What follows belongs to an exercise in optimizing a design on an open flow for small area; a production flow would make more cautious choices. RTL that was checked went through simulation tests only; none was proved equivalent to the original. For runs 1 and 2, only the layout was checked, not whether the RTL still works. No activity file was given, so power comes from the tool's default toggle rates.

==> design/flow/design.v <==
`timescale 1ns / 1ps
module rand_gen(
    input wire clk,
    input wire reset,
    input wire en,
    output reg [3:0] rand_out
    );
    function [3:0] lcg4(input [3:0] r);
        case (r)
            4'd0: lcg4 = 4'd9;    4'd1: lcg4 = 4'd6;    4'd2: lcg4 = 4'd3;    4'd3: lcg4 = 4'd0;
            4'd4: lcg4 = 4'd13;   4'd5: lcg4 = 4'd10;   4'd6: lcg4 = 4'd7;    4'd7: lcg4 = 4'd4;
            4'd8: lcg4 = 4'd1;    4'd9: lcg4 = 4'd14;   4'd10: lcg4 = 4'd11;  4'd11: lcg4 = 4'd8;
            4'd12: lcg4 = 4'd5;   4'd13: lcg4 = 4'd2;   4'd14: lcg4 = 4'd15;  default: lcg4 = 4'd12;
        endcase
    endfunction
    always @ (posedge clk) begin
        if (reset) rand_out <= 4'd1;
        else if (en) rand_out <= lcg4(rand_out);
    end
endmodule
`timescale 1ns / 1ps
module barrel(
    input wire clk,
    input wire reset,
    input wire en,
    input wire rst,
    input wire start,
    input wire game_over,
    input wire rand_match,
    output reg [9:0] x,
    output reg [8:0] y,
    output reg [1:0] state,
    output wire [2:0] animation_state
    );
    localparam BARREL_INITIAL = 2'b00,
               BARREL_ROLLING = 2'b01,
               BARREL_FALLING = 2'b10;
    reg sx;          
    reg sy;          
    reg [4:0] animation_counter;
    reg [1:0] next_state;
    wire y90  = y == 9'd90;
    wire y91  = y == 9'd91;
    wire y173 = y == 9'd173;
    wire y262 = y == 9'd262;
    wire y352 = y == 9'd352;
    wire y437 = y == 9'd437;
    wire x_right = x >= 10'd591;
    wire x_left  = x <= 10'd7;
    wire lad1 = x >= 10'd539 & x <= 10'd549;
    wire lad2 = x >= 10'd46  & x <= 10'd56;
    wire lad3 = x >= 10'd544 & x <= 10'd554;
    wire lad4 = x >= 10'd51  & x <= 10'd61;
    wire COLLATION_DOWN = y437 | ((y91 | y262) & ~x_right) | ((y173 | y352) & ~x_left);
    wire EN_FALL = (y91 & lad1) | (y173 & lad2) | (y262 & lad3) | (y352 & lad4);
    wire land = COLLATION_DOWN & ~EN_FALL;
    wire over = game_over | (y437 & x == 10'd561);
    wire turn = sx ? (x <= 10'd5) : (x >= 10'd608);
    wire st_init = state == BARREL_INITIAL;
    wire st_roll = state == BARREL_ROLLING;
    wire st_fall = state == BARREL_FALLING;
    wire load = reset | (en & st_init);
    wire x_step = en & st_roll & ~turn;
    wire y_step = en & st_fall & sy & ~land;
    wire a_step = en & (st_roll | st_fall);
    reg [9:0] x_next;
    reg [8:0] y_next;
    reg [4:0] a_next;
    reg c;
    integer i;
    always @(*) begin
        c = 1'b0;
        for (i = 0; i < 10; i = i + 1) begin
            x_next[i] = x[i] ^ ((i == 0) ? x_step : (x_step & sx)) ^ c;
            c = (x[i] & ((i == 0) ? x_step : (x_step & sx))) | (c & (x[i] ^ ((i == 0) ? x_step : (x_step & sx))));
        end
        c = y_step;
        for (i = 0; i < 9; i = i + 1) begin
            y_next[i] = y[i] ^ c;
            c = c & y[i];
        end
        c = a_step;
        for (i = 0; i < 5; i = i + 1) begin
            a_next[i] = animation_counter[i] ^ c;
            c = c & animation_counter[i];
        end
    end
    always @(posedge clk) begin
        x <= load ? 10'd203 : x_next;
        y <= load ? 9'd90 : y_next;
        animation_counter <= reset ? 5'd0 : a_next;
        if (reset) begin
            sx <= 1'b0;
            sy <= 1'b0;
            state <= BARREL_INITIAL;
        end
        else if (en) begin
            state <= next_state;
            sy <= st_fall;
            if (st_init) sx <= 1'b0;
            else if (st_roll & turn) sx <= ~sx;
        end
    end
    assign animation_state = (state == BARREL_FALLING) ? {2'b10, ~animation_counter[4]}
                                                       : {1'b0, animation_counter[4:3]};
    always @(*) begin
        next_state = state;
        case (state)
            BARREL_INITIAL: if (start & ~rst) next_state = BARREL_ROLLING;
            BARREL_ROLLING: begin
                if (rst | over) next_state = BARREL_INITIAL;
                else if (~COLLATION_DOWN | (EN_FALL & rand_match)) next_state = BARREL_FALLING;
            end
            BARREL_FALLING: begin
                if (rst | over) next_state = BARREL_INITIAL;
                else if (land) next_state = BARREL_ROLLING;
            end
            default: ;
        endcase
    end
endmodule
`timescale 1ns / 1ps
module mario(
    input wire clk,
    input wire reset,
    input wire en,
    input wire rst,
    input wire start,
    input wire over,
    input wire [4:0] keydown,   
    output reg [9:0] x,
    output reg [8:0] y,
    output reg [2:0] state,
    output reg [3:0] animation_state
    );
    localparam MARIO_INITIAL  = 3'b000,
               MARIO_FLYING   = 3'b001,
               MARIO_JUMPING  = 3'b010,
               MARIO_WALKING  = 3'b011,
               MARIO_STANDING = 3'b100,
               MARIO_DYING    = 3'b101,
               MARIO_CLAMPING = 3'b110;
    localparam MARIO_STAND       = 4'b0000,
               MARIO_WALK_LEFT1  = 4'b0001,
               MARIO_WALK_LEFT2  = 4'b0010,
               MARIO_WALK_LEFT3  = 4'b0011,
               MARIO_WALK_RIGHT1 = 4'b0100,
               MARIO_WALK_RIGHT2 = 4'b0101,
               MARIO_WALK_RIGHT3 = 4'b1110,
               MARIO_FLY_LEFT    = 4'b0110,
               MARIO_FLY_RIGHT   = 4'b0111,
               MARIO_CLAMP1      = 4'b1000,
               MARIO_CLAMP2      = 4'b1001,
               MARIO_DIE1        = 4'b1010,
               MARIO_DIE2        = 4'b1011,
               MARIO_DIE3        = 4'b1100,
               MARIO_DIE4        = 4'b1101;
    wire KEYUP    = keydown[0];
    wire KEYLEFT  = keydown[1];
    wire KEYRIGHT = keydown[2];
    wire KEYDOWN  = keydown[3];
    wire KEYJUMP  = keydown[4];
    function [12:0] add13(input [12:0] a, input [12:0] b);
        integer i;
        reg c;
        begin
            c = 1'b0;
            for (i = 0; i < 13; i = i + 1) begin
                add13[i] = a[i] ^ b[i] ^ c;
                c = (a[i] & b[i]) | (c & (a[i] ^ b[i]));
            end
        end
    endfunction
    function [9:0] add10(input [9:0] a, input [9:0] b);
        integer i;
        reg c;
        begin
            c = 1'b0;
            for (i = 0; i < 10; i = i + 1) begin
                add10[i] = a[i] ^ b[i] ^ c;
                c = (a[i] & b[i]) | (c & (a[i] ^ b[i]));
            end
        end
    endfunction
    function [4:0] inc5(input [4:0] v);
        integer i;
        reg c;
        begin
            c = 1'b1;
            for (i = 0; i < 5; i = i + 1) begin
                inc5[i] = v[i] ^ c;
                c = c & v[i];
            end
        end
    endfunction
    reg sx_nz, sx_neg;
    wire [9:0] SPEED_X = sx_nz ? (sx_neg ? 10'h3fc : 10'd4) : 10'd0;
    wire speed_x_pos = sx_nz & ~sx_neg;
    reg signed [9:0] vq;
    reg signed [4:0] vr;
    wire v_neg = vq[9] | vr[4];
    wire v_wrap = (vq == 10'sd409) & (vr >= 5'sd3);                        
    wire v_carry = v_neg ? (vq[9] & (vr >= -5'sd2) & (vr <= 5'sd0)) : (vr >= 5'sd7);
    wire [9:0] vq_inc = add10(vq, 10'd1);
    wire signed [9:0] vq_acc = v_wrap ? -10'sd409 : (v_carry ? vq_inc : vq);
    wire signed [4:0] vr_acc = v_wrap ? vr - 5'sd9 : (v_carry ? vr - 5'sd7 : vr + 5'sd3);
    wire [12:0] ys = add13({4'd0, y}, {{3{vq[9]}}, vq});
    wire [9:0]  xs = add10(x, SPEED_X);
    wire ys_hi0 = ys[12:9] == 4'd0;
    wire [8:0] ysl = ys[8:0];
    wire xs_l0 = xs >= 10'd217 && xs <= 10'd387;
    wire xs_l1 = xs < 10'd591;    
    wire xs_l2 = xs >= 10'd16;    
    wire COLLATION_DOWN = (y >= 9'd425 && y <= 9'd475) |
                          (x >= 10'd217 && x <= 10'd387 && y >= 9'd17 && y <= 9'd34) |
                          (x <= 10'd590 && y >= 9'd79  && y <= 9'd95) |
                          (x >= 10'd16  && y >= 9'd161 && y <= 9'd177) |
                          (x <= 10'd590 && y >= 9'd250 && y <= 9'd266) |
                          (x >= 10'd16  && y >= 9'd340 && y <= 9'd357);
    wire COLLATION_LEFT  = (x <= 10'd5) |
                           (x >= 10'd250 && x <= 10'd388 && y >= 9'd18  && y <= 9'd69) |
                           (x <= 10'd591 && y >= 9'd80  && y <= 9'd130) |
                           (x >= 10'd49  && y >= 9'd162 && y <= 9'd212) |
                           (x <= 10'd591 && y >= 9'd251 && y <= 9'd301) |
                           (x >= 10'd49  && y >= 9'd341 && y <= 9'd392) |
                           (y >= 9'd426 && y <= 9'd475);
    wire COLLATION_RIGHT = (x >= 10'd606) |
                           (x >= 10'd216 && x <= 10'd354 && y >= 9'd18  && y <= 9'd69) |
                           (x <= 10'd557 && y >= 9'd80  && y <= 9'd130) |
                           (x >= 10'd15  && y >= 9'd162 && y <= 9'd212) |
                           (x <= 10'd557 && y >= 9'd251 && y <= 9'd301) |
                           (x >= 10'd15  && y >= 9'd341 && y <= 9'd392) |
                           (y >= 9'd426 && y <= 9'd475);
    wire EN_CLAMP = (x >= 10'd301 && x <= 10'd399) |
                    (x >= 10'd541 && x <= 10'd555 && y >= 9'd78  && y <= 9'd162) |
                    (x >= 10'd48  && x <= 10'd62  && y >= 9'd160 && y <= 9'd251) |
                    (x >= 10'd546 && x <= 10'd560 && y >= 9'd249 && y <= 9'd341) |
                    (x >= 10'd53  && x <= 10'd67  && y >= 9'd339 && y <= 9'd426);
    wire [9:0] x_move = (xs < 10'd5) ? 10'd5 : (xs > 10'd606) ? 10'd606 : xs;
    wire x_stop = (xs < 10'd5) | (xs > 10'd606);
    reg [8:0] y_fly;
    always @(*) begin
        if (ys < 13'd5) y_fly = 9'd5;
        else if (ys_hi0 && ysl > 9'd53  && ysl < 9'd70  && xs_l0) y_fly = 9'd70;
        else if (ys_hi0 && ysl > 9'd115 && ysl < 9'd131 && xs_l1) y_fly = 9'd131;
        else if (ys_hi0 && ysl > 9'd197 && ysl < 9'd213 && xs_l2) y_fly = 9'd213;
        else if (ys_hi0 && ysl > 9'd286 && ysl < 9'd302 && xs_l1) y_fly = 9'd302;
        else if (ys_hi0 && ysl > 9'd376 && ysl < 9'd393 && xs_l2) y_fly = 9'd393;
        else if (ys_hi0 && ysl > 9'd461 && ysl < 9'd479) y_fly = 9'd479;
        else if (ys > 13'd425 && ys < 13'd8156) y_fly = 9'd425;
        else if (ys_hi0 && ysl > 9'd17  && ysl < 9'd34  && xs_l0) y_fly = 9'd17;
        else if (ys_hi0 && ysl > 9'd79  && ysl < 9'd95  && xs_l1) y_fly = 9'd79;
        else if (ys_hi0 && ysl > 9'd161 && ysl < 9'd177 && xs_l2) y_fly = 9'd161;
        else if (ys_hi0 && ysl > 9'd250 && ysl < 9'd266 && xs_l1) y_fly = 9'd250;
        else if (ys_hi0 && ysl > 9'd340 && ysl < 9'd357 && xs_l2) y_fly = 9'd340;
        else y_fly = ysl;
    end
    wire [8:0] y_up   = (y >= 9'd3 && y <= 9'd7) ? 9'd5 : y - 9'd3;
    wire [8:0] y_down = (y >= 9'd423 && y <= 9'd472) ? 9'd425 : y + 9'd3;
    reg [2:0] next_state;
    reg [4:0] animation_counter;
    reg last_direction;
    always @(posedge clk) begin
      if (reset) begin
        x <= 10'd450;
        y <= 9'd425;
        sx_nz <= 1'b0;
        sx_neg <= 1'b0;
        vq <= 10'sd0;
        vr <= 5'sd0;
        state <= MARIO_INITIAL;
        animation_counter <= 5'd0;
        last_direction <= 1'b1;
      end
      else if (en) begin
        state <= next_state;
        case (state)
            MARIO_INITIAL: begin
                x <= 10'd450;
                y <= 9'd425;
            end
            MARIO_JUMPING: begin
                vq <= -10'sd5;
                vr <= 5'sd0;
            end
            MARIO_FLYING: begin
                animation_counter <= inc5(animation_counter);
                y <= y_fly;
                x <= x_move;
                if (x_stop) sx_nz <= 1'b0;
                vq <= vq_acc;
                vr <= vr_acc;
            end
            MARIO_WALKING: begin
                animation_counter <= inc5(animation_counter);
                vq <= 10'sd0;
                vr <= 5'sd0;
                sx_nz <= 1'b1;
                sx_neg <= KEYLEFT;
                if (KEYLEFT) last_direction <= 1'b1;
                else if (KEYRIGHT) last_direction <= 1'b0;
                x <= x_move;
            end
            MARIO_STANDING: begin
                sx_nz <= 1'b0;
                vq <= 10'sd0;
                vr <= 5'sd0;
            end
            MARIO_DYING: begin
                animation_counter <= inc5(animation_counter);
                sx_nz <= 1'b0;
                vq <= 10'sd0;
                vr <= 5'sd0;
            end
            MARIO_CLAMPING: begin
                sx_nz <= 1'b0;
                vq <= 10'sd0;
                vr <= 5'sd0;
                if (KEYUP | KEYDOWN) begin
                    animation_counter <= inc5(animation_counter);
                    y <= KEYUP ? y_up : y_down;
                end
            end
            default: ;
        endcase
      end
    end
    always @(*) begin
        case (state)
            MARIO_FLYING: animation_state = last_direction ? MARIO_FLY_LEFT : MARIO_FLY_RIGHT;
            MARIO_WALKING: begin
                if (speed_x_pos) animation_state = animation_counter[2] ? MARIO_WALK_RIGHT3 :
                                                   animation_counter[3] ? MARIO_WALK_RIGHT2 : MARIO_WALK_RIGHT1;
                else animation_state = animation_counter[2] ? MARIO_WALK_LEFT3 :
                                       animation_counter[3] ? MARIO_WALK_LEFT2 : MARIO_WALK_LEFT1;
            end
            MARIO_DYING: case (animation_counter[4:3])
                2'b00: animation_state = MARIO_DIE1;
                2'b01: animation_state = MARIO_DIE2;
                2'b10: animation_state = MARIO_DIE3;
                default: animation_state = MARIO_DIE4;
            endcase
            MARIO_CLAMPING: animation_state = ((KEYDOWN | KEYUP) & animation_counter[2]) ? MARIO_CLAMP2 : MARIO_CLAMP1;
            default: animation_state = last_direction ? MARIO_WALK_LEFT3 : MARIO_WALK_RIGHT3;
        endcase
    end
    always @(*) begin
        next_state = state;
        case (state)
            MARIO_INITIAL: next_state = (start & ~rst) ? MARIO_STANDING : MARIO_INITIAL;
            MARIO_JUMPING: next_state = rst ? MARIO_INITIAL : over ? MARIO_DYING : MARIO_FLYING;
            MARIO_FLYING: begin
                if (rst) next_state = MARIO_INITIAL;
                else if (over) next_state = MARIO_DYING;
                else if (COLLATION_DOWN & ~v_neg) next_state = MARIO_STANDING;
            end
            MARIO_WALKING: begin
                if (rst) next_state = MARIO_INITIAL;
                else if (over) next_state = MARIO_DYING;
                else if (~COLLATION_DOWN) next_state = MARIO_FLYING;
                else if (KEYJUMP) next_state = MARIO_JUMPING;
                else if ((KEYUP | KEYDOWN) & EN_CLAMP) next_state = MARIO_CLAMPING;
                else if (~KEYLEFT & ~KEYRIGHT) next_state = MARIO_STANDING;
            end
            MARIO_STANDING: begin
                if (rst) next_state = MARIO_INITIAL;
                else if (over) next_state = MARIO_DYING;
                else if (~COLLATION_DOWN) next_state = MARIO_FLYING;
                else if (KEYJUMP) next_state = MARIO_JUMPING;
                else if ((KEYUP | KEYDOWN) & EN_CLAMP) next_state = MARIO_CLAMPING;
                else if (KEYLEFT | KEYRIGHT) next_state = MARIO_WALKING;
            end
            MARIO_DYING: if (rst) next_state = MARIO_INITIAL;
            MARIO_CLAMPING: begin
                if (rst) next_state = MARIO_INITIAL;
                else if (over) next_state = MARIO_DYING;
                else if (COLLATION_DOWN & KEYJUMP) next_state = MARIO_JUMPING;
                else if (KEYLEFT & ~COLLATION_LEFT) next_state = MARIO_WALKING;
                else if (KEYRIGHT & ~COLLATION_RIGHT) next_state = MARIO_WALKING;
                else if (~EN_CLAMP) next_state = MARIO_STANDING;
            end
            default: ;
        endcase
    end
endmodule
`timescale 1ns / 1ps
module kong(
    input wire clk,
    input wire reset,
    input wire en,
    input wire rst,
    input wire start,
    input wire over,
    output reg [3:0] drop_count,   
    output reg state,
    output reg [1:0] animation_state
    );
    localparam KONG_INITIAL = 1'b0,
               KONG_PLAYING = 1'b1;
    localparam KONG_NORMAL = 2'b00,
               KONG_GET    = 2'b01,
               KONG_HOLD   = 2'b10,
               KONG_DROP   = 2'b11;
    reg [2:0] animation_counter;   
    reg [5:0] clk_div;             
    always @(posedge clk) begin
      if (reset) begin
        state <= KONG_INITIAL;
        clk_div <= 6'd0;
      end
      else if (en) begin
        state <= state ? ~(rst | over) : (start & ~rst);
        clk_div <= clk_div + 1'b1;
      end
    end
    always @(posedge clk) begin
      if (reset) begin
        animation_state <= KONG_NORMAL;
        drop_count <= 4'd0;
        animation_counter <= 3'd0;
      end
      else if (en && clk_div == 6'b011111) begin
        if (state == KONG_INITIAL) animation_state <= KONG_NORMAL;
        else begin
            case (animation_state)
                KONG_GET: animation_state <= KONG_HOLD;
                KONG_HOLD: animation_state <= KONG_DROP;
                KONG_DROP: begin
                    animation_state <= KONG_NORMAL;
                    drop_count <= drop_count + 1'b1;
                end
                KONG_NORMAL: begin
                    if (animation_counter == 3'b101) begin
                        animation_counter <= 3'd0;
                        animation_state <= KONG_GET;
                    end
                    else animation_counter <= animation_counter + 1'b1;
                end
            endcase
        end
      end
    end
endmodule
`timescale 1ns / 1ps
module queue(
    input wire clk,
    input wire reset,
    input wire en,
    input wire state,
    output reg animation_state
    );
    reg [4:0] animation_counter;
    always @(posedge clk) begin
      if (reset) begin
        animation_state <= 1'b1;
        animation_counter <= 5'd0;
      end
      else if (en) begin
        if (state) begin
            animation_state <= ~animation_counter[4];
            animation_counter <= animation_counter + 1'b1;
        end
        else animation_state <= 1'b1;
      end
    end
endmodule
`timescale 1ns / 1ps
module state_fsm(
    input wire clk,
    input wire reset,
    input wire start,
    input wire restart,
    input wire over,
    input wire success,
    output reg [1:0] state
    );
    localparam GAME_INITIAL = 2'b00,   
               GAME_RUNNING = 2'b01,
               GAME_OVER    = 2'b10,
               GAME_SUCCESS = 2'b11;
    reg [1:0] next_state;
    always @ (posedge clk) begin
        if (reset) state <= GAME_INITIAL;   
        else state <= next_state;
    end
    always@ (*) begin   
        next_state = state;
        case (state)
            GAME_INITIAL: begin
                if (start & ~restart)
                    next_state = GAME_RUNNING;
            end
            GAME_RUNNING: begin
                if (over) begin
                    next_state = GAME_OVER;
                end
                else if (restart) begin
                    next_state = GAME_INITIAL;
                end
                else if (success) begin
                    next_state = GAME_SUCCESS;
                end
            end
            GAME_OVER: begin
                if (restart) begin
                    next_state = GAME_INITIAL;
                end
            end
            GAME_SUCCESS: begin
                if(restart) begin
                    next_state = GAME_INITIAL;
                end
            end
        endcase
    end
endmodule
`timescale 1ns / 1ps
module WelStateControl(
	 input wire clk,
	 input wire reset,
	 input wire start,
	 input wire [4:0] movement,
    output reg [1:0] state
    );
	localparam Welcome_choice1 = 2'b00,
              Welcome_choice2 = 2'b01,
              Acknowledge   =   2'b10,
				  StartRunning  =   2'b11; 
	reg [1:0] next_state;
	always @ (posedge clk) begin
        if (reset) state <= 2'b00;
        else state <= next_state;
   end
	always@ (*) begin
		if(start == 1)begin 
			  next_state = state;
			  case (state)
					Welcome_choice1: 
					begin
						 if (movement[4]) next_state = StartRunning;
						 else if(movement[3]) next_state = Welcome_choice2; 
					end
					Welcome_choice2:
					begin
						 if (movement[4]) next_state = Acknowledge;
						 else if (movement[0]) next_state = Welcome_choice1;
					end
					Acknowledge: 
					begin
						 if (movement[1]) next_state = Welcome_choice2;
					end
			  endcase
		 end
		 else next_state = Welcome_choice1;
    end
endmodule
`timescale 1ns / 1ps
module score(
    input wire clk,
    input wire rst,             
    input wire same_floor,
    input wire intersection,
    input wire mario_jumping,
    output wire goal,           
    output wire wrap            
);
    localparam [1:0] S_IDLE = 2'd0, S_OVER = 2'd1, S_GOAL = 2'd2;
    reg [1:0] state;
    reg [10:0] cnt;             
    wire fb = cnt[10] ^ cnt[8] ^ (cnt[9:0] == 10'd0);
    wire [10:0] cnt_next = {cnt[9:0], fb};
    assign goal = state == S_GOAL;
    assign wrap = goal & (cnt == 11'b10000000000);
    always @(posedge clk) begin
        if (rst) begin
            state <= S_IDLE;
            cnt <= 11'd0;
        end
        else begin
            if (goal) cnt <= cnt_next;
            case (state)
                S_OVER: state <= ~same_floor ? S_IDLE :
                                 intersection ? S_OVER :
                                 mario_jumping ? S_GOAL : S_IDLE;
                S_GOAL: state <= S_IDLE;
                default: state <= (same_floor & intersection) ? S_OVER : S_IDLE;
            endcase
        end
    end
endmodule
module score_total(
    input wire clk,
    input wire rst,
    input wire [15:0] goal,
    input wire [15:0] wrap,
    output reg [19:0] score_dec     
);
    function [1:0] fa(input a, input b, input c);
        fa = {(a & b) | (c & (a ^ b)), a ^ b ^ c};
    endfunction
    function [4:0] pop16(input [15:0] v);
        reg [1:0] a0, a1, a2, a3, a4, b0, b1, b2, d0, d1, d2, e0, e1, e2;
        begin
            a0 = fa(v[0], v[1], v[2]);     a1 = fa(v[3], v[4], v[5]);
            a2 = fa(v[6], v[7], v[8]);     a3 = fa(v[9], v[10], v[11]);
            a4 = fa(v[12], v[13], v[14]);
            b0 = fa(a0[0], a1[0], a2[0]);  b1 = fa(a3[0], a4[0], v[15]);
            b2 = fa(a0[1], a1[1], a2[1]);
            d0 = fa(b0[0], b1[0], 1'b0);
            d1 = fa(b0[1], b1[1], b2[0]);
            d2 = fa(a3[1], a4[1], d0[1]);
            e0 = fa(d1[0], d2[0], 1'b0);
            e1 = fa(b2[1], d1[1], d2[1]);
            e2 = fa(e1[0], e0[1], 1'b0);
            pop16 = {e1[1] & e2[1], e1[1] ^ e2[1], e2[0], e0[0], d0[0]};
        end
    endfunction
    function [4:0] dadd(input [3:0] a, input [3:0] b, input ci);
        reg [1:0] f0, f1, f2, f3;
        reg [3:0] s;
        reg z;
        begin
            f0 = fa(a[0], b[0], ci);
            f1 = fa(a[1], b[1], f0[1]);
            f2 = fa(a[2], b[2], f1[1]);
            f3 = fa(a[3], b[3], f2[1]);
            s = {f3[0], f2[0], f1[0], f0[0]};
            z = f3[1] | (s[3] & (s[2] | s[1]));    
            dadd = {z, s[3] ^ (z & (s[2] | s[1])), s[2] ^ (z & ~s[1]), s[1] ^ z, s[0]};
        end
    endfunction
    function [4:0] dinc(input [3:0] a, input ci);
        reg nine;
        begin
            nine = a[3] & a[0];    
            if (ci & nine) dinc = 5'b10000;
            else dinc = {1'b0, a[3] ^ (ci & a[2] & a[1] & a[0]), a[2] ^ (ci & a[1] & a[0]), a[1] ^ (ci & a[0]), a[0] ^ ci};
        end
    endfunction
    function [19:0] wrap_nines(input [4:0] w);
        case (w)
            5'd0:  wrap_nines = 20'h99999; 5'd1:  wrap_nines = 20'h97951; 5'd2:  wrap_nines = 20'h95903; 5'd3:  wrap_nines = 20'h93855;
            5'd4:  wrap_nines = 20'h91807; 5'd5:  wrap_nines = 20'h89759; 5'd6:  wrap_nines = 20'h87711; 5'd7:  wrap_nines = 20'h85663;
            5'd8:  wrap_nines = 20'h83615; 5'd9:  wrap_nines = 20'h81567; 5'd10: wrap_nines = 20'h79519; 5'd11: wrap_nines = 20'h77471;
            5'd12: wrap_nines = 20'h75423; 5'd13: wrap_nines = 20'h73375; 5'd14: wrap_nines = 20'h71327; 5'd15: wrap_nines = 20'h69279;
            default: wrap_nines = 20'h67231;
        endcase
    endfunction
    function [4:0] bin_dec(input [4:0] n);
        case (n)
            5'd10: bin_dec = 5'h10; 5'd11: bin_dec = 5'h11; 5'd12: bin_dec = 5'h12; 5'd13: bin_dec = 5'h13;
            5'd14: bin_dec = 5'h14; 5'd15: bin_dec = 5'h15; 5'd16: bin_dec = 5'h16;
            default: bin_dec = n;
        endcase
    endfunction
    wire [4:0] n_goal = pop16(goal);
    wire [4:0] n_wrap = pop16(wrap);
    wire [19:0] wk = wrap_nines(n_wrap);
    wire [4:0] ng = bin_dec(n_goal);
    wire [4:0] s0 = dadd(score_dec[3:0], ng[3:0], 1'b0);
    wire [4:0] s1 = dadd(score_dec[7:4], {3'd0, ng[4]}, s0[4]);
    wire [4:0] s2 = dinc(score_dec[11:8], s1[4]);
    wire [4:0] s3 = dinc(score_dec[15:12], s2[4]);
    wire [4:0] s4 = dinc(score_dec[19:16], s3[4]);
    wire [4:0] t0 = dadd(s0[3:0], wk[3:0], 1'b1);
    wire [4:0] t1 = dadd(s1[3:0], wk[7:4], t0[4]);
    wire [4:0] t2 = dadd(s2[3:0], wk[11:8], t1[4]);
    wire [4:0] t3 = dadd(s3[3:0], wk[15:12], t2[4]);
    wire [4:0] t4 = dadd(s4[3:0], wk[19:16], t3[4]);
    always @(posedge clk) begin
        if (rst) score_dec <= 20'd0;
        else score_dec <= {t4[3:0], t3[3:0], t2[3:0], t1[3:0], t0[3:0]};
    end
endmodule
`timescale 1ns / 1ps
module dk_core(
	input wire clk,
	input wire reset,
	input wire tick_fast,
	input wire tick_slow,
	input wire [4:0] keys,
	input wire [1:0] SW,
	output wire [1:0] game_state,
	output wire [1:0] menu_state,
	output wire [9:0] mario_x,
	output wire [8:0] mario_y,
	output wire [2:0] mario_state,
	output wire [3:0] mario_anim,
	output wire kong_state,
	output wire [1:0] kong_anim,
	output wire queue_state,
	output wire queue_anim,
	output wire [159:0] barrel_x_all,
	output wire [143:0] barrel_y_all,
	output wire [31:0] barrel_state_all,
	output wire [47:0] barrel_anim_all,
	output wire collision,
	output wire [23:0] score_bcd
    );
	localparam GAME_INITIAL = 2'b00,
	           GAME_RUNNING = 2'b01,
	           GAME_OVER    = 2'b10,
	           GAME_SUCCESS = 2'b11;
	wire over, success;
	wire [1:0] cur_state;
	wire [1:0] W_state;
	wire g_init = cur_state == GAME_INITIAL;
	wire g_run  = cur_state == GAME_RUNNING;
	wire g_over = cur_state == GAME_OVER;
	assign success = mario_y < 30 && (mario_x > 250 && mario_x < 350) && mario_state == 3'b100;
	state_fsm StateControl(.clk(clk), .reset(reset), .start(W_state[0] & W_state[1]), .restart(SW[1]),
	                       .over(over), .success(success), .state(cur_state));
	WelStateControl Wel00(.clk(clk), .reset(reset), .start(g_init), .movement(keys), .state(W_state));
	assign game_state = cur_state;
	assign menu_state = W_state;
	mario myMario(.clk(clk), .reset(reset), .en(tick_slow),
	              .rst(g_init), .start(g_run), .over(g_over),
	              .keydown(keys),
	              .x(mario_x), .y(mario_y),
	              .state(mario_state),
	              .animation_state(mario_anim));
	wire [3:0] drop_count;
	kong myKong(.clk(clk), .reset(reset), .en(tick_slow),
	            .rst(g_init), .start(g_run), .over(g_over),
	            .drop_count(drop_count),
	            .state(kong_state),
	            .animation_state(kong_anim));
	assign queue_state = kong_state;
	queue myQueue(.clk(clk), .reset(reset), .en(tick_slow),
	              .state(kong_state),
	              .animation_state(queue_anim));
	wire [3:0] rnd;
	rand_gen rg(.clk(clk), .reset(reset), .en(tick_fast), .rand_out(rnd));
	wire rand_match = rnd[3:2] == 2'b10;
	localparam BARREL_NUM_MAX = 16;
	wire score_rst = reset | g_init;
	wire mario_jumping = mario_state == 3'b001;
	wire mario_low_ok = mario_y < 9'd476;
	function [10:0] add11(input [10:0] a, input [10:0] b);
		integer j;
		reg c;
		begin
			c = 1'b0;
			for (j = 0; j < 11; j = j + 1) begin
				add11[j] = a[j] ^ b[j] ^ c;
				c = (a[j] & b[j]) | (c & (a[j] ^ b[j]));
			end
		end
	endfunction
	wire [10:0] mx_off = 11'd41 - {1'b0, mario_x};
	wire [9:0]  my_off = 10'd23 - {1'b0, mario_y};
	wire [15:0] barrel_collision;
	wire [15:0] goal;
	wire [15:0] wrap;
	generate
		genvar i;
		for (i = 0; i < BARREL_NUM_MAX; i = i + 1) begin: barrel_generator
			wire [9:0] bx;
			wire [8:0] by;
			wire [1:0] bs;
			wire [2:0] ba;
			barrel myBarrel(.clk(clk), .reset(reset), .en(tick_fast),
			                .rst(g_init),
			                .start(g_run & (drop_count == i)),
			                .game_over(g_over),
			                .rand_match(rand_match),
			                .x(bx), .y(by), .state(bs), .animation_state(ba));
			wire [10:0] ex = add11({1'b0, bx}, mx_off);
			wire [10:0] ey11 = add11({2'b0, by}, {my_off[9], my_off});
			wire [9:0]  ey = ey11[9:0];
			wire ex_in = ex[10:7] == 4'd0;      
			wire ey_in = ey[9:7] == 3'd0;       
			wire falling = bs == 2'b10;
			wire rolling = bs == 2'b01;
			wire y_hit = ey_in && ey[6:0] <= 7'd58;
			wire x_roll = ex_in && ex[6:0] >= 7'd10 && ex[6:0] <= 7'd74;
			wire x_fall = ex_in && (ex[6:0] <= 7'd32 || (ex[6:0] >= 7'd42 && ex[6:0] <= 7'd74));
			assign barrel_collision[i] = y_hit & ((rolling & x_roll) | (falling & x_fall));
			wire same_floor = mario_low_ok && ey_in && ey[6:0] >= 7'd31 && ey[6:0] <= 7'd95;
			wire intersection = ex_in && ex[6:0] <= 7'd74 && (falling || ex[6:0] >= 7'd10);
			score myScore(.clk(clk), .rst(score_rst),
			              .same_floor(same_floor), .intersection(intersection),
			              .mario_jumping(mario_jumping),
			              .goal(goal[i]), .wrap(wrap[i]));
			assign barrel_x_all[10*i +: 10] = bx;
			assign barrel_y_all[9*i +: 9] = by;
			assign barrel_state_all[2*i +: 2] = bs;
			assign barrel_anim_all[3*i +: 3] = ba;
		end
	endgenerate
	wire [19:0] score_dec;
	score_total myTotal(.clk(clk), .rst(score_rst), .goal(goal), .wrap(wrap), .score_dec(score_dec));
	assign score_bcd = {4'd0, score_dec};
	assign collision = |barrel_collision;
	reg [6:0] coll_run;
	reg coll_full;
	always @(posedge clk) begin
		if (reset) begin
			coll_run <= 7'd0;
			coll_full <= 1'b0;
		end
		else if (tick_slow) begin
			if (~collision) begin
				coll_run <= 7'd0;
				coll_full <= 1'b0;
			end
			else begin
				coll_run <= {coll_run[5:0], coll_run[6] ^ coll_run[5] ^ (coll_run[5:0] == 6'd0)};
				if (coll_run == 7'b1000000) coll_full <= 1'b1;   
			end
		end
	end
	assign over = (~SW[0]) & (coll_full | (mario_x < 183 && mario_y < 114));
endmodule
==> design/flow/flow/run.sh <==
#!/bin/bash
# Layout flow: the standard flow (standard synthesis unchanged), with
#  - the port buffers made from the smallest buffer cell instead of the one
#    buffer_ports picks by default;
#  - a clock tree of smaller clock buffers in larger clusters, without dummy
#    loads.
# The make output goes to flow_make.log here.
set -euo pipefail
bash standard.sh \
  "BUFFER_PORTS_ARGS=-buffer_cell sky130_fd_sc_hd__buf_1" \
  "CTS_ARGS=-sink_clustering_enable -repair_clock_nets -dont_use_dummy_load -buf_list {sky130_fd_sc_hd__clkbuf_8} -sink_clustering_size 20 -sink_clustering_max_diameter 60" \
  finish > flow_make.log 2>&1
==> design/flow/standard.sh <==
#!/bin/bash
# synth_recipe.tcl (not shown) runs the flow's synth.tcl, then flattens the netlist and writes it again
# the make line also repeats each setting of config.mk as NAME=value (left out here)
make -C /OpenROAD-flow-scripts/flow DESIGN_CONFIG=/design/flow/config.mk WORK_HOME=/design/flow/orfs CLKGATE_MAP_FILE= SYNTH_SCRIPT=/design/flow/synth_recipe.tcl "${@:-finish}"
==> design/flow/config.mk <==
export PLATFORM = sky130hd
export DESIGN_NAME = dk_core
export DESIGN_NICKNAME = dk_core
export VERILOG_FILES = /design/flow/design.v
export SDC_FILE = /design/flow/constraint.sdc
export NUM_CORES = 4
export LEC_CHECK = 0
export CAP_MARGIN = 20
export CORE_MARGIN = 2
export CORE_UTILIZATION = 55
export SLEW_MARGIN = 20
==> design/flow/constraint.sdc <==
create_clock -name core_clock -period 30.0 [get_ports {clk}]
set_input_delay 6.0000 -clock core_clock [delete_from_list [all_inputs] [get_ports {clk}]]
set_output_delay 6.0000 -clock core_clock [all_outputs]
set_load 0.01 [all_outputs]
==> results of run 1 <==
[report_power, final]
part / switching, mW / leakage, nW / internal [mW]
Sequential: 0.00690 / 6.12 / 1.01
Combinational: 0.0700 / 17.3 / 0.0294
Clock: 0.362 / 0.582 / 0.239
[final cells by class]
type / count / area, µm² / area share, %
inverter: 613 / 2300 / 3.84
tap: 1357 / 1700 / 2.83
multi-input combinational: 4515 / 37300 / 62.3
clock buffer: 81 / 1110 / 1.86
sequential: 759 / 15200 / 25.3
antenna: 3 / 7.51 / 0.0125
timing repair buffer: 531 / 2300 / 3.84
[worst max-delay path, delay by kind of cell, from the launching register on]
family                     cells  cell delay (ps)
DFF                            1              320
buffers and inverters         16             1110
AOI/OAI and AO/OA              7             1500
xor gates and xnor gates       2              200
and+or+nand+nor                2              670
adders and majority gates     31            11040
[cells by family (layout without fill, tap and decap cells)]
group | count (synthesis) | count (layout) | share of synthesized area, %
AO/OA/AOI/OAI | 984 | 984 | 11.9
other | 1 | 7 | 0.00673
flip-flops | 759 | 759 | 27.3
XOR/XNOR | 139 | 139 | 2.18
AND/OR/NAND/NOR | 2256 | 2256 | 22.1
multiplexers | 256 | 256 | 4.66
adder cells (fa/ha/maj) | 876 | 876 | 25.8
buffers and inverters | 876 | 1225 | 6.06
[path summary, 6_finish.rpt]
| kind | startpoint | end | slack [ps] | depth (start not counted) |
|---|---|---|---|---|
| setup / recovery | barrel_generator[3].myScore.state[0]$_SDFF_PP0_ | myTotal.score_dec[18]$_SDFF_PP0_ | 14940 | 58 |
| hold / removal | barrel_generator[11].myScore.cnt[2]$_SDFFE_PP0P_ | barrel_generator[11].myScore.cnt[3]$_SDFFE_PP0P_ | 450 | 2 |
| setup reg to reg | barrel_generator[3].myScore.state[0]$_SDFF_PP0_ | myTotal.score_dec[18]$_SDFF_PP0_ | 14940 | 58 |
| hold reg to reg | barrel_generator[11].myScore.cnt[2]$_SDFFE_PP0P_ | barrel_generator[11].myScore.cnt[3]$_SDFFE_PP0P_ | 450 | 2 |
[per-stage QoR]
| step | worst slack, ps | total power, mW | hold slack, ps |
|---|---|---|---|
| after floorplan | 15670 | 1.10 | 452 |
| after CTS | 14910 | 1.74 | 453 |
| after global placement | 15240 | 1.14 | 464 |
| final | 14940 | 1.72 | 449 |
| after global routing | 13890 | 1.78 | 448 |
| after detailed placement | 14960 | 1.14 | 472 |
[layout by cell type, fill, tap and decap left out, types with 81 or more instances in the layout]
cell | netlist | layout
sky130_fd_sc_hd__dfxtp_1 | 759 | 758
sky130_fd_sc_hd__inv_1 | 611 | 602
sky130_fd_sc_hd__nor2_1 | 509 | 506
sky130_fd_sc_hd__fa_1 | 457 | 457
sky130_fd_sc_hd__buf_1 | 30 | 448
sky130_fd_sc_hd__ha_1 | 419 | 419
sky130_fd_sc_hd__nand2_1 | 330 | 329
sky130_fd_sc_hd__mux2i_1 | 247 | 247
sky130_fd_sc_hd__a21oi_1 | 228 | 227
sky130_fd_sc_hd__nand2b_1 | 219 | 219
sky130_fd_sc_hd__and2_1 | 201 | 201
sky130_fd_sc_hd__o21ai_0 | 196 | 195
sky130_fd_sc_hd__nor2b_1 | 164 | 163
sky130_fd_sc_hd__nand3_1 | 150 | 150
sky130_fd_sc_hd__nor3_1 | 139 | 139
sky130_fd_sc_hd__nor4_1 | 97 | 97
sky130_fd_sc_hd__clkbuf_8 | 0 | 81
sky130_fd_sc_hd__buf_4 | 21 | 81
[flip-flops by register name, summed over array words and instances, names as in the netlist, 10 cells and up]
signal,flops
barrel_generator.myBarrel.y,144
myMario.vq,10
barrel_generator.myBarrel.sy,16
barrel_generator.myBarrel.state,32
myMario.x,10
barrel_generator.myScore.state,32
barrel_generator.myScore.cnt,176
myTotal.score_dec,20
barrel_generator.myBarrel.animation_counter,80
barrel_generator.myBarrel.sx,16
barrel_generator.myBarrel.x,160
[routing by layer]
layer | part of all wire, % | track usage (%) | wire length, µm
met1 | 43 | 44.3 | 73800
met2 | 45 | 52.2 | 78400
met3 | 7.8 | 6.72 | 13400
met4 | 3.9 | 12.2 | 6740
met5 | 0.020 | 0 | 34
==> qor.json, run 1 <==
{
  "yosys.area.top_type_share": {"value": 27.3, "unit": "%"},
  "drtPass1Iterations": {"value": 6},
  "clock-root-buffer": {"value": "sky130_fd_sc_hd__clkbuf_8"},
  "route.antenna.remaining_nets": {"value": 0},
  "timing.setup.tns": {"value": 0, "unit": "ps"},
  "timing.critical_path.slowest_stage_cell": {"value": "sky130_fd_sc_hd__or4b_2"},
  "report.final.setup_viol": {"value": 0},
  "global_route_wire_length_before_repair": {"value": 263, "unit": "mm"},
  "cts_tree": {"value": "built"},
  "finalCritPeriodShare": {"value": 50.2, "unit": "%"},
  "grt_use_total": {"value": 32.9, "unit": "%"},
  "routed_via_density": {"value": 5.91},
  "chipWidth": {"value": 322, "unit": "µm"},
  "postSynthAreaPerCell": {"value": 9.07, "unit": "µm²"},
  "fin_skew": {"value": 106, "unit": "ps"},
  "cts.hold.buffers_added": {"value": 0},
  "ys_top_cells_by_count": {"value": "sky130_fd_sc_hd__dfxtp_1 (759), sky130_fd_sc_hd__inv_1 (611), sky130_fd_sc_hd__nor2_1 (509)"},
  "critical-path-max-stage-delay": {"value": 620, "unit": "ps"},
  "deepest_clock_path_buffer_count": {"value": 3},
  "detailed_route_wire_length_per_cell": {"value": 21.9, "unit": "µm"},
  "yosys.area.top_type": {"value": "sky130_fd_sc_hd__dfxtp_1"},
  "final-hold-violation-count": {"value": 0},
  "synth-seq-area-share": {"value": 27.3, "unit": "%"},
  "grt_pass1_vias": {"value": 43700},
  "post_synth_main_area_contributors": {"value": "sky130_fd_sc_hd__dfxtp_1 (27%), sky130_fd_sc_hd__fa_1 (16%), sky130_fd_sc_hd__ha_1 (9.4%), sky130_fd_sc_hd__mux2i_1 (4.4%), sky130_fd_sc_hd__inv_1 (4.1%)"},
  "worst_setup_hold_path_clk_slew": {"value": 120, "unit": "ps"},
  "nFillCells": {"value": 9130},
  "min_delay_path_class": {"value": "reg -> reg"},
  "drive_gt1_share": {"value": 3.83, "unit": "%"},
  "path_max_fanout": {"value": 13},
  "numPortBuffers": {"value": 450},
  "netlist_area": {"value": 55700, "unit": "µm²"},
  "power_leakage": {"value": 24.1, "unit": "nW"},
  "gr-total-overflow": {"value": 0},
  "area_growth_syn_to_layout": {"value": 7.58, "unit": "%"},
  "report.final.slew_viol_count": {"value": 0},
  "post_cts_resize_count": {"value": 0},
  "ios": {"value": 455},
  "final_area": {"value": 60000, "unit": "µm²"},
  "vdd_ir_drop_max": {"value": 0.0307, "unit": "mV"},
  "syn-instance-count": {"value": 6147},
  "fp.coreArea": {"value": 100000, "unit": "µm²"},
  "dr_total_vias": {"value": 46500},
  "wl_final": {"value": 172, "unit": "mm"},
  "cpMostUsedCell": {"value": "sky130_fd_sc_hd__fa_1"},
  "cap_violations": {"value": 0},
  "worstSetupPathType": {"value": "reg -> reg"},
  "synth_warnings": {"value": 10},
  "drt_drc_violations_left": {"value": 0},
  "power-per-cell-area": {"value": 28.7, "unit": "nW/µm²"},
  "std_cell_rows": {"value": 116},
  "grt_setup_unrepaired": {"value": "false"},
  "placed_instance_count": {"value": 7775},
  "timing.max_slew.rel_slack": {"value": 26.3, "unit": "%"},
  "worst_ep_required_time": {"value": 30590, "unit": "ps"},
  "max_freq": {"value": 0.0664, "unit": "GHz"},
  "outcome": {"value": "complete, no violations"},
  "die_y_extent": {"value": 322, "unit": "µm"},
  "place_congestion": {"value": 0.954},
  "initial_utilization": {"value": 55.6, "unit": "%"},
  "synthMostInstantiatedCell": {"value": "sky130_fd_sc_hd__dfxtp_1"},
  "antenna_found_initial": {"value": 7},
  "ys.flop_type": {"value": "sky130_fd_sc_hd__dfxtp_1"},
  "transition_at_the_pin_with_the_smallest_max_transition_slack": {"value": 1100, "unit": "ps"},
  "pin_count_of_the_biggest_net_entering_global_routing": {"value": 103},
  "instances_no_fill": {"value": 7859},
  "starting_drc_count_in_detailed_routing": {"value": 3812},
  "design.die.area": {"value": 104000, "unit": "µm²"},
  "worstSkewPairLatency": {"value": 790, "unit": "ps"},
  "dpl.hpwl": {"value": 128, "unit": "mm"},
  "cts.htree.levels": {"value": 3},
  "postSynth.asyncResetShare": {"value": 0, "unit": "%"},
  "number_of_cts_inserted_buffers": {"value": 81},
  "synth_enable_flop_cells": {"value": 0},
  "postCtsSetupBuffers": {"value": 0},
  "endpoint_kind": {"value": "flop"},
  "fin_util": {"value": 59.8, "unit": "%"},
  "final_nets": {"value": 7388},
  "timing.critical_path.from_type": {"value": "flop"},
  "placed_area": {"value": 58800, "unit": "µm²"},
  "cts_num_sinks": {"value": 759},
  "synth.ff_latch_count": {"value": 759},
  "critical_path_arrival": {"value": 15640, "unit": "ps"},
  "timing.final.crit_period": {"value": 15060, "unit": "ps"},
  "synth_cell_type_count": {"value": 94}
}
==> run 2, diff against run 1 <==
--- a/design/flow/flow/run.sh
+++ b/design/flow/flow/run.sh
@@ -8,5 +8,5 @@
 set -euo pipefail
 bash standard.sh \
   "BUFFER_PORTS_ARGS=-buffer_cell sky130_fd_sc_hd__buf_1" \
-  "CTS_ARGS=-sink_clustering_enable -repair_clock_nets -dont_use_dummy_load -buf_list {sky130_fd_sc_hd__clkbuf_8} -sink_clustering_size 20 -sink_clustering_max_diameter 60" \
+  "CTS_ARGS=-sink_clustering_enable -repair_clock_nets -dont_use_dummy_load -buf_list {sky130_fd_sc_hd__clkbuf_4 sky130_fd_sc_hd__clkbuf_8} -sink_clustering_size 12 -sink_clustering_max_diameter 50" \
   finish > flow_make.log 2>&1
==> run 2 against run 1 <==
Clock power rose by 12%. Sequential share of layout area fell by 0.13 points. Still clean. Register-to-register slack improved by 60 ps. Die area did not move. Cell area rose by 0.50%. Area after synthesis did not move. Sequential cell count did not move. Clock-buffer cell count rose by 22. Sequential power barely moved. Synthesized cell count did not move. Wire length rose by 0.28%. Final cell count rose by 0.28%.
==> qor.json, run 2 <==
{
  "ys_top_cells_by_count": {"value": "sky130_fd_sc_hd__dfxtp_1 (759), sky130_fd_sc_hd__inv_1 (611), sky130_fd_sc_hd__nor2_1 (509)"},
  "postSynth.asyncResetShare": {"value": 0, "unit": "%", "change": "unchanged"},
  "transition_at_the_pin_with_the_smallest_max_transition_slack": {"value": 1060, "unit": "ps", "change": "-31.5 ps"},
  "area_growth_syn_to_layout": {"value": 8.12, "unit": "%"},
  "final-hold-violation-count": {"value": 0, "change": "unchanged"},
  "yosys.area.top_type_share": {"value": 27.3, "unit": "%", "change": "unchanged"},
  "synth_enable_flop_cells": {"value": 0, "change": "unchanged"},
  "synth.ff_latch_count": {"value": 759, "change": "unchanged"},
  "synth_cell_type_count": {"value": 94, "change": "unchanged"},
  "instances_no_fill": {"value": 7881, "change": "+0.28%"},
  "report.final.setup_viol": {"value": 0, "change": "unchanged"},
  "power-per-cell-area": {"value": 29.7, "unit": "nW/µm²", "change": "+3.7%"},
  "gr-total-overflow": {"value": 0, "change": "unchanged"},
  "cpMostUsedCell": {"value": "sky130_fd_sc_hd__fa_1"},
  "fp.coreArea": {"value": 100000, "unit": "µm²", "change": "unchanged"},
  "synthMostInstantiatedCell": {"value": "sky130_fd_sc_hd__dfxtp_1"},
  "detailed_route_wire_length_per_cell": {"value": 21.9, "unit": "µm", "change": "about the same"},
  "worst_setup_hold_path_clk_slew": {"value": 80, "unit": "ps", "change": "-40 ps"},
  "drive_gt1_share": {"value": 4.16, "unit": "%", "change": "+0.32 points"},
  "fin_worst_hold_slack": {"value": 479, "unit": "ps", "change": "+30.0 ps"},
  "antenna_found_initial": {"value": 8, "change": "+1"},
  "endpoint_kind": {"value": "flop"},
  "placed_instance_count": {"value": 7775, "change": "unchanged"},
  "die_y_extent": {"value": 322, "unit": "µm", "change": "unchanged"},
  "place_congestion": {"value": 0.954, "change": "unchanged"},
  "mostFrequentLayoutCells": {"value": "sky130_fd_sc_hd__dfxtp_1 (758), sky130_fd_sc_hd__inv_1 (602), sky130_fd_sc_hd__nor2_1 (506)"},
  "synth-seq-area-share": {"value": 27.3, "unit": "%", "change": "unchanged"},
  "timing.setup.tns": {"value": 0, "unit": "ps", "change": "unchanged"},
  "worstSetupPathType": {"value": "reg -> reg"},
  "timing.critical_path.slowest_stage_cell": {"value": "sky130_fd_sc_hd__or4b_2"},
  "timing.max_slew.rel_slack": {"value": 28.4, "unit": "%", "change": "+2.1 points"},
  "initial_utilization": {"value": 55.6, "unit": "%", "change": "unchanged"},
  "design.die.area": {"value": 104000, "unit": "µm²", "change": "unchanged"},
  "cts.hold.buffers_added": {"value": 0, "change": "unchanged"},
  "dr_total_vias": {"value": 46700, "change": "+0.46%"},
  "final_nets": {"value": 7410, "change": "+0.30%"},
  "fin_skew": {"value": 76.7, "unit": "ps", "change": "-28.8 ps"},
  "dpl.hpwl": {"value": 128, "unit": "mm", "change": "unchanged"},
  "route.antenna.remaining_nets": {"value": 0, "change": "unchanged"},
  "critical-path-max-stage-delay": {"value": 620, "unit": "ps", "change": "about the same"},
  "reg_top3": {"value": "barrel_generator.myScore.cnt (176), barrel_generator.myBarrel.x (160), barrel_generator.myBarrel.y (144)"},
  "post-layout-total-power": {"value": 1.79, "unit": "mW", "change": "+4.2%"},
  "postCtsSetupBuffers": {"value": 0, "change": "unchanged"},
  "postSynthAreaPerCell": {"value": 9.07, "unit": "µm²", "change": "unchanged"},
  "min_delay_path_class": {"value": "reg -> reg"},
  "syn-instance-count": {"value": 6147, "change": "unchanged"},
  "grt_pass1_vias": {"value": 44000, "change": "+0.52%"},
  "clock-root-buffer": {"value": "sky130_fd_sc_hd__clkbuf_8"},
  "timing.final.crit_period": {"value": 15000, "unit": "ps", "change": "-57.6 ps"},
  "finalCritPeriodShare": {"value": 50.0, "unit": "%", "change": "-0.19 points"},
  "numPortBuffers": {"value": 450, "change": "unchanged"},
  "max_freq": {"value": 0.0667, "unit": "GHz", "change": "+0.38%"},
  "path_max_fanout": {"value": 13, "change": "unchanged"},
  "std_cell_rows": {"value": 116, "change": "unchanged"},
  "report.final.slew_viol_count": {"value": 0, "change": "unchanged"},
  "yosys.area.top_type": {"value": "sky130_fd_sc_hd__dfxtp_1"},
  "chipWidth": {"value": 322, "unit": "µm", "change": "unchanged"},
  "leading_cell_type_in_the_layout_fill_and_taps_excluded": {"value": "sky130_fd_sc_hd__dfxtp_1"},
  "wl_final": {"value": 173, "unit": "mm", "change": "+0.28%"},
  "post_cts_resize_count": {"value": 0, "change": "unchanged"},
  "netlist_area": {"value": 55700, "unit": "µm²", "change": "unchanged"},
  "drt_drc_violations_left": {"value": 0, "change": "unchanged"},
  "outcome": {"value": "complete, no violations"},
  "ys.flop_type": {"value": "sky130_fd_sc_hd__dfxtp_1"},
  "worst_ep_required_time": {"value": 30650, "unit": "ps", "change": "+60 ps"},
  "synth_warnings": {"value": 10, "change": "unchanged"},
  "power_leakage": {"value": 24.2, "unit": "nW", "change": "+0.66%"},
  "starting_drc_count_in_detailed_routing": {"value": 3711, "change": "-2.6%"},
  "global_route_wire_length_before_repair": {"value": 263, "unit": "mm", "change": "+0.19%"},
  "routed_via_density": {"value": 5.92, "change": "+0.18%"},
  "ios": {"value": 455, "change": "unchanged"},
  "critical_path_arrival": {"value": 15650, "unit": "ps", "change": "about the same"},
  "timing.critical_path.from_type": {"value": "flop"},
  "cap_violations": {"value": 0, "change": "unchanged"},
  "grt_use_total": {"value": 33.0, "unit": "%", "change": "+0.084 points"},
  "vdd_ir_drop_max": {"value": 0.0342, "unit": "mV", "change": "+11%"},
  "pin_count_of_the_biggest_net_entering_global_routing": {"value": 103, "change": "unchanged"},
  "worstSkewPairLatency": {"value": 800, "unit": "ps", "change": "about the same"},
  "cts_num_sinks": {"value": 759, "change": "unchanged"},
  "largest_register_ffs": {"value": 176, "change": "unchanged"},
  "cts_tree": {"value": "built"},
  "deepest_clock_path_buffer_count": {"value": 3, "change": "unchanged"},
  "number_of_cts_inserted_buffers": {"value": 103, "change": "+27%"},
  "post_synth_main_area_contributors": {"value": "sky130_fd_sc_hd__dfxtp_1 (27%), sky130_fd_sc_hd__fa_1 (16%), sky130_fd_sc_hd__ha_1 (9.4%), sky130_fd_sc_hd__mux2i_1 (4.4%), sky130_fd_sc_hd__inv_1 (4.1%)"},
  "largest_register": {"value": "barrel_generator.myScore.cnt"},
  "cts.htree.levels": {"value": 3, "change": "unchanged"},
  "drtPass1Iterations": {"value": 6, "change": "unchanged"},
  "grt_setup_unrepaired": {"value": "false"}
}
## run 2: cell count changes in the layout (fill, tap and decap cells not counted)
| cell | change |
|---|---|
| sky130_fd_sc_hd__clkbuf_8 | +22 |
## run 2: final cells by class
class | instances | area (µm²)
Antenna cell | 3 | 7.51
Clock buffer | 103 | 1420
Fill cell | 9114 | 40000
Inverter | 613 | 2300
Multi-Input combinational cell | 4515 | 37300
Sequential cell | 759 | 15200
Tap cell | 1357 | 1700
Timing Repair Buffer | 531 | 2300
## run 2: per-stage QoR
stage	util [%]	setup slack, ps	cell area (µm²)
2_1_floorplan	-	15670	55800
3_3_place_gp	58.6	15240	58800
3_5_place_dp	58.7	14960	58800
4_1_cts	60.1	14970	60200
5_1_grt	60.1	13960	60300
6_report	60.1	15000	60300
## run 2: worst paths after layout
path	cells after the start	start	end	slack [ps]
worst max-delay path	58	barrel_generator[3].myScore.state[0]$_SDFF_PP0_	myTotal.score_dec[18]$_SDFF_PP0_	15000
worst min-delay path	2	myKong.animation_counter[1]$_SDFFE_PP0P_	myKong.animation_counter[2]$_SDFFE_PP0P_	480
worst max register to register	58	barrel_generator[3].myScore.state[0]$_SDFF_PP0_	myTotal.score_dec[18]$_SDFF_PP0_	15000
worst min register to register	2	myKong.animation_counter[1]$_SDFFE_PP0P_	myKong.animation_counter[2]$_SDFFE_PP0P_	480
## run 2: critical path: cells and delay by family (launching register included)
| family | cells | cell delay [ps] |
|---|---|---|
| adders and majority gates | 31 | 11030 |
| AOI/OAI and AO/OA | 7 | 1490 |
| buffers and inverters | 16 | 1110 |
| and+or+nand+nor | 2 | 670 |
| DFF | 1 | 320 |
| xor gates and xnor gates | 2 | 200 |
## run 2: logic make-up after synthesis
group	count (synthesis)	synth area share, %
other	1	0.00673
buffers and inverters	876	6.06
AND/OR/NAND/NOR	2256	22.1
adder cells (fa/ha/maj)	876	25.8
AO/OA/AOI/OAI	984	11.9
flip-flops	759	27.3
multiplexers	256	4.66
XOR/XNOR	139	2.18
## run 2: routing by layer
| metal | wire length [µm] | GRT usage (%) | part of all wire, % | vias to the layer above |
|---|---|---|---|---|
| met5 | 27 | 0 | 0.016 | - |
| met4 | 6570 | 11.6 | 3.8 | 4 |
| met3 | 13900 | 7.21 | 8.1 | 331 |
| met2 | 78900 | 52.8 | 46 | 1714 |
| met1 | 73500 | 44.0 | 42 | 22700 |
| li1 | - | - | - | 22000 |
## run 2: report_power, final
group	total, mW	internal [mW]	switching [mW]
Combinational	0.0995	0.0294	0.0701
Clock	0.673	0.301	0.372
Sequential	1.02	1.01	0.00692
Total	1.79	1.34	0.449
==> run 3, diff against run 2 <==
--- a/design/flow/design.v
+++ b/design/flow/design.v
@@ -128,8 +128,10 @@
     input wire start,
     input wire over,
     input wire [4:0] keydown,   
-    output reg [9:0] x,
-    output reg [8:0] y,
+    output wire [9:0] x,
+    output wire [8:0] y,
+    output reg [9:0] xn,        
+    output reg [8:0] yn,
     output reg [2:0] state,
     output reg [3:0] animation_state
     );
@@ -257,13 +259,15 @@
     end
     wire [8:0] y_up   = (y >= 9'd3 && y <= 9'd7) ? 9'd5 : y - 9'd3;
     wire [8:0] y_down = (y >= 9'd423 && y <= 9'd472) ? 9'd425 : y + 9'd3;
+    assign x = ~xn;
+    assign y = ~yn;
     reg [2:0] next_state;
     reg [4:0] animation_counter;
     reg last_direction;
     always @(posedge clk) begin
       if (reset) begin
-        x <= 10'd450;
-        y <= 9'd425;
+        xn <= ~(10'd450);
+        yn <= ~(9'd425);
         sx_nz <= 1'b0;
         sx_neg <= 1'b0;
         vq <= 10'sd0;
@@ -276,8 +280,8 @@
         state <= next_state;
         case (state)
             MARIO_INITIAL: begin
-                x <= 10'd450;
-                y <= 9'd425;
+                xn <= ~(10'd450);
+                yn <= ~(9'd425);
             end
             MARIO_JUMPING: begin
                 vq <= -10'sd5;
@@ -285,8 +289,8 @@
             end
             MARIO_FLYING: begin
                 animation_counter <= inc5(animation_counter);
-                y <= y_fly;
-                x <= x_move;
+                yn <= ~(y_fly);
+                xn <= ~(x_move);
                 if (x_stop) sx_nz <= 1'b0;
                 vq <= vq_acc;
                 vr <= vr_acc;
@@ -299,7 +303,7 @@
                 sx_neg <= KEYLEFT;
                 if (KEYLEFT) last_direction <= 1'b1;
                 else if (KEYRIGHT) last_direction <= 1'b0;
-                x <= x_move;
+                xn <= ~(x_move);
             end
             MARIO_STANDING: begin
                 sx_nz <= 1'b0;
@@ -318,7 +322,7 @@
                 vr <= 5'sd0;
                 if (KEYUP | KEYDOWN) begin
                     animation_counter <= inc5(animation_counter);
-                    y <= KEYUP ? y_up : y_down;
+                    yn <= ~(KEYUP ? y_up : y_down);
                 end
             end
             default: ;
@@ -713,10 +717,12 @@
 	WelStateControl Wel00(.clk(clk), .reset(reset), .start(g_init), .movement(keys), .state(W_state));
 	assign game_state = cur_state;
 	assign menu_state = W_state;
+	wire [9:0] mario_xn;   
+	wire [8:0] mario_yn;   
 	mario myMario(.clk(clk), .reset(reset), .en(tick_slow),
 	              .rst(g_init), .start(g_run), .over(g_over),
 	              .keydown(keys),
-	              .x(mario_x), .y(mario_y),
+	              .x(mario_x), .y(mario_y), .xn(mario_xn), .yn(mario_yn),
 	              .state(mario_state),
 	              .animation_state(mario_anim));
 	wire [3:0] drop_count;
@@ -747,8 +753,6 @@
 			end
 		end
 	endfunction
-	wire [10:0] mx_off = 11'd41 - {1'b0, mario_x};
-	wire [9:0]  my_off = 10'd23 - {1'b0, mario_y};
 	wire [15:0] barrel_collision;
 	wire [15:0] goal;
 	wire [15:0] wrap;
@@ -765,19 +769,25 @@
 			                .game_over(g_over),
 			                .rand_match(rand_match),
 			                .x(bx), .y(by), .state(bs), .animation_state(ba));
-			wire [10:0] ex = add11({1'b0, bx}, mx_off);
-			wire [10:0] ey11 = add11({2'b0, by}, {my_off[9], my_off});
+			wire [10:0] ex = add11({1'b0, bx}, {1'b1, mario_xn});
+			wire [10:0] ey11 = add11({2'b0, by}, {2'b11, mario_yn});
 			wire [9:0]  ey = ey11[9:0];
-			wire ex_in = ex[10:7] == 4'd0;      
-			wire ey_in = ey[9:7] == 3'd0;       
+			wire ex_pos = ex[10:6] == 5'b00000;    
+			wire ex_neg = ex[10:6] == 5'b11111;    
+			wire ey_pos = ey[9:7] == 3'b000;       
+			wire ey_neg = ey[9:7] == 3'b111;       
 			wire falling = bs == 2'b10;
 			wire rolling = bs == 2'b01;
-			wire y_hit = ey_in && ey[6:0] <= 7'd58;
-			wire x_roll = ex_in && ex[6:0] >= 7'd10 && ex[6:0] <= 7'd74;
-			wire x_fall = ex_in && (ex[6:0] <= 7'd32 || (ex[6:0] >= 7'd42 && ex[6:0] <= 7'd74));
+			wire ex_0_32  = ex_pos && ex[5:0] <= 6'd32;                     
+			wire ex_m32_m1 = ex_neg && ex[5:0] >= 6'd32;                    
+			wire ex_m42_m1 = ex_neg && ex[5:0] >= 6'd22;                    
+			wire ex_m42_m10 = ex_neg && ex[5:0] >= 6'd22 && ex[5:0] <= 6'd54;   
+			wire y_hit = (ey_pos && ey[6:0] <= 7'd34) || (ey_neg && ey[6:0] >= 7'd104);
+			wire x_roll = ex_0_32 | ex_m32_m1;
+			wire x_fall = ex_0_32 | ex_m42_m10;
 			assign barrel_collision[i] = y_hit & ((rolling & x_roll) | (falling & x_fall));
-			wire same_floor = mario_low_ok && ey_in && ey[6:0] >= 7'd31 && ey[6:0] <= 7'd95;
-			wire intersection = ex_in && ex[6:0] <= 7'd74 && (falling || ex[6:0] >= 7'd10);
+			wire same_floor = mario_low_ok && ey_pos && ey[6:0] >= 7'd7 && ey[6:0] <= 7'd71;
+			wire intersection = ex_0_32 | (falling ? ex_m42_m1 : ex_m32_m1);
 			score myScore(.clk(clk), .rst(score_rst),
 			              .same_floor(same_floor), .intersection(intersection),
 			              .mario_jumping(mario_jumping),
==> run 3 against run 2 <==
Power decreased by 0.96%. Clock power decreased by 1%. Clock skew decreased by 14 ps. Sequential share of layout area increased by 0.38 points. Register-to-register slack improved by 80 ps. Synthesized cell count decreased by 0.68%. Via count decreased by 1.5%.
==> qor.json, run 3 <==
{
  "transition_at_the_pin_with_the_smallest_max_transition_slack": {"value": 1110, "unit": "ps", "change": "+43.6 ps"},
  "initial_utilization": {"value": 55.2, "unit": "%", "change": "-0.35 points"},
  "crit-reg2reg-capture": {"value": "myTotal.score_dec[18]$_SDFF_PP0_"},
  "power.net_switching": {"value": 0.442, "unit": "mW", "change": "-1.6%"},
  "placed_instance_count": {"value": 7690, "change": "-1.1%"},
  "yosys.area.top_type_share": {"value": 27.6, "unit": "%", "change": "+0.33 points"},
  "syn-instance-count": {"value": 6105, "change": "-0.68%"},
  "timing.final.crit_period": {"value": 14920, "unit": "ps", "change": "-81.7 ps"},
  "wl_final": {"value": 167, "unit": "mm", "change": "-3.2%"},
  "cts.htree.levels": {"value": 3, "change": "unchanged"},
  "sequential_cell_area": {"value": 15200, "unit": "µm²", "change": "about the same"},
  "combinationalPowerShare": {"value": 5.5, "unit": "%", "change": "about the same"},
  "postSynth.asyncResetShare": {"value": 0, "unit": "%", "change": "unchanged"},
  "synthMostInstantiatedCell": {"value": "sky130_fd_sc_hd__dfxtp_1"},
  "detailed_route_wire_length_per_cell": {"value": 21.5, "unit": "µm", "change": "-2.1%"},
  "die_y_extent": {"value": 320, "unit": "µm", "change": "-0.60%"},
  "drive_gt1_share": {"value": 3.79, "unit": "%", "change": "-0.37 points"},
  "path_max_fanout": {"value": 13, "change": "unchanged"},
  "design.die.area": {"value": 103000, "unit": "µm²", "change": "-1.2%"},
  "power-per-cell-area": {"value": 29.9, "unit": "nW/µm²", "change": "+0.49%"},
  "worst_setup_path_startpoint": {"value": "barrel_generator[3].myScore.state[0]$_SDFF_PP0_"},
  "cts_num_sinks": {"value": 759, "change": "unchanged"},
  "cpMostUsedCell": {"value": "sky130_fd_sc_hd__fa_1"},
  "worstSetupPathType": {"value": "reg -> reg"},
  "cts_tree": {"value": "built"},
  "finalCritPeriodShare": {"value": 49.7, "unit": "%", "change": "-0.27 points"},
  "setup.worst_path.end": {"value": "myTotal.score_dec[18]$_SDFF_PP0_"},
  "critical-path-max-stage-delay": {"value": 600, "unit": "ps", "change": "-20 ps"},
  "critical_path.reg2reg.startpoint": {"value": "barrel_generator[3].myScore.state[0]$_SDFF_PP0_"},
  "power_report.internal_total": {"value": 1.33, "unit": "mW", "change": "-0.74%"},
  "std_cell_rows": {"value": 116, "change": "unchanged"},
  "ff2ff_path_depth": {"value": 60, "change": "+3.4%"},
  "setup_slack_after_placement": {"value": 15150, "unit": "ps", "change": "+188 ps"},
  "final_nets": {"value": 7370, "change": "-0.54%"},
  "endpoint_kind": {"value": "flop"},
  "worst_ep_required_time": {"value": 30610, "unit": "ps", "change": "-40 ps"},
  "nFillCells": {"value": 9088, "change": "-0.29%"},
  "reg_top3": {"value": "barrel_generator.myScore.cnt (176), barrel_generator.myBarrel.x (160), barrel_generator.myBarrel.y (144)"},
  "postCtsSetupBuffers": {"value": 0, "change": "unchanged"},
  "synth_enable_flop_cells": {"value": 0, "change": "unchanged"},
  "ys.flop_type": {"value": "sky130_fd_sc_hd__dfxtp_1"},
  "clock-root-buffer": {"value": "sky130_fd_sc_hd__clkbuf_8"},
  "outcome": {"value": "complete, no violations"},
  "final-hold-violation-count": {"value": 0, "change": "unchanged"},
  "mostFrequentLayoutCells": {"value": "sky130_fd_sc_hd__dfxtp_1 (752), sky130_fd_sc_hd__inv_1 (638), sky130_fd_sc_hd__nor2_1 (557)"},
  "grt_setup_unrepaired": {"value": "false"},
  "grt_use_total": {"value": 32.3, "unit": "%", "change": "-0.70 points"},
  "dpl.hpwl": {"value": 124, "unit": "mm", "change": "-3.5%"},
  "post_synth_main_area_contributors": {"value": "sky130_fd_sc_hd__dfxtp_1 (28%), sky130_fd_sc_hd__fa_1 (17%), sky130_fd_sc_hd__ha_1 (9.3%), sky130_fd_sc_hd__inv_1 (4.4%), sky130_fd_sc_hd__mux2i_1 (4.1%)"}
}
run 3: cell types whose count changed after synthesis, moves of 17 or more:
cell,change
sky130_fd_sc_hd__mux2i_1,-22
sky130_fd_sc_hd__clkbuf_1,-24
sky130_fd_sc_hd__nor2_1,+50
sky130_fd_sc_hd__inv_1,+38
sky130_fd_sc_hd__nor2b_1,-38
sky130_fd_sc_hd__a2111oi_0,+17
sky130_fd_sc_hd__a21oi_1,+17
sky130_fd_sc_hd__o21ai_0,+25
run 3: critical path: cells and delay by family, from the launching register on:
kind	cells	cell delay [ps]
xor gates and xnor gates	1	110
AOI/OAI and AO/OA	8	1390
adders and majority gates	32	11420
and+or+nand+nor	2	370
buffers and inverters	17	1160
DFF	1	310
run 3: layout make-up:
cell class,instances,share of cell area [%]
multi-input cells,4459,61.5
flip-flops and latches,759,25.6
inverters,655,4.14
repair buffers,519,3.74
well taps,1298,2.73
clock buffers,100,2.32
diodes,2,0.00843
run 3: cell families after synthesis:
kind of cell    Yosys count  synth area share [%]
compound gates         1024                  12.5
xor+xnor                114                  1.81
simple gates           2218                  21.6
other cells               1               0.00681
mux                     233                  4.29
fa+ha+maj               866                  25.9
buf+inv                 890                  6.23
flops                   759                  27.6
run 3: power by group through the flow:
stage	Clock [mW]	Sequential (mW)	Combinational, mW
final	0.663	1.01	0.0972
after global routing	0.724	1.01	0.108
after CTS	0.687	1.01	0.0960
after detailed placement	0	1.04	0.0957
after global placement	0	1.04	0.0949
after floorplan	0	1.04	0.0636
run 3: worst min-delay path by stage:
stage / startpoint / end / slack, ps / depth (start not counted)
after floorplan: coll_run[2]$_SDFFE_PP0P_ / coll_run[2]$_SDFFE_PP0P_ / 440 / 2
after global placement: myMario.sx_neg$_SDFFE_PP0P_ / myMario.sx_neg$_SDFFE_PP0P_ / 460 / 2
after detailed placement: coll_run[3]$_SDFFE_PP0P_ / coll_run[3]$_SDFFE_PP0P_ / 470 / 2
after CTS: coll_run[2]$_SDFFE_PP0P_ / coll_run[3]$_SDFFE_PP0P_ / 470 / 2
after global routing: myMario.sx_neg$_SDFFE_PP0P_ / myMario.sx_neg$_SDFFE_PP0P_ / 490 / 2
final: myMario.sx_neg$_SDFFE_PP0P_ / myMario.sx_neg$_SDFFE_PP0P_ / 470 / 2
run 3: metrics by stage:
step,power (mW),hold slack (ps)
2_1_floorplan,1.10,439
3_3_place_gp,1.13,456
3_5_place_dp,1.13,468
4_1_cts,1.80,474
5_1_grt,1.85,490
6_report,1.77,475
run 3: metal layers:
metal,track usage (%),routed length (µm),vias up,share of wire [%]
met5,0,13,-,0.0078
met4,10.6,6020,2,3.6
met3,5.95,12100,313,7.2
met2,51.8,76500,1616,46
met1,44.0,72700,22200,43
li1,-,-,21800,-

==> afterwards: timing with drivers on the ports <==
How much do the figures lean on ideal ports? The routed layouts below were timed once more, with nothing changed but the port constraints. Step 1, drivers: a clkbuf_16 drives clk and a buf_2 each remaining input, both assumed. Step 2 times the ports against the registers' clock, not the clock port: input delays grow and output delays shrink by t, the midpoint of the rising clock arrivals with the driver on. a / b / c = ideal ports / drivers / drivers and shift; a / b = the first two.
| run | t (ns) | setup WS [ns] | hold slack, ns | worst register clock-pin slew, ns | cell pins on the clock port's net |
|---|---|---|---|---|---|
| run 1 | 0.802 | 14.943 / 14.943 / 14.943 | 0.449 / 0.449 / 0.449 | 0.12 / 0.12 | 1 |
| run 2 | 0.830 | 15.000 / 15.000 / 15.000 | 0.479 / 0.479 / 0.479 | 0.08 / 0.08 | 1 |
| run 3 | 0.824 | 15.082 / 15.082 / 15.082 | 0.475 / 0.475 / 0.475 | 0.08 / 0.08 | 1 |
After both steps setup and hold are still met in every run listed.
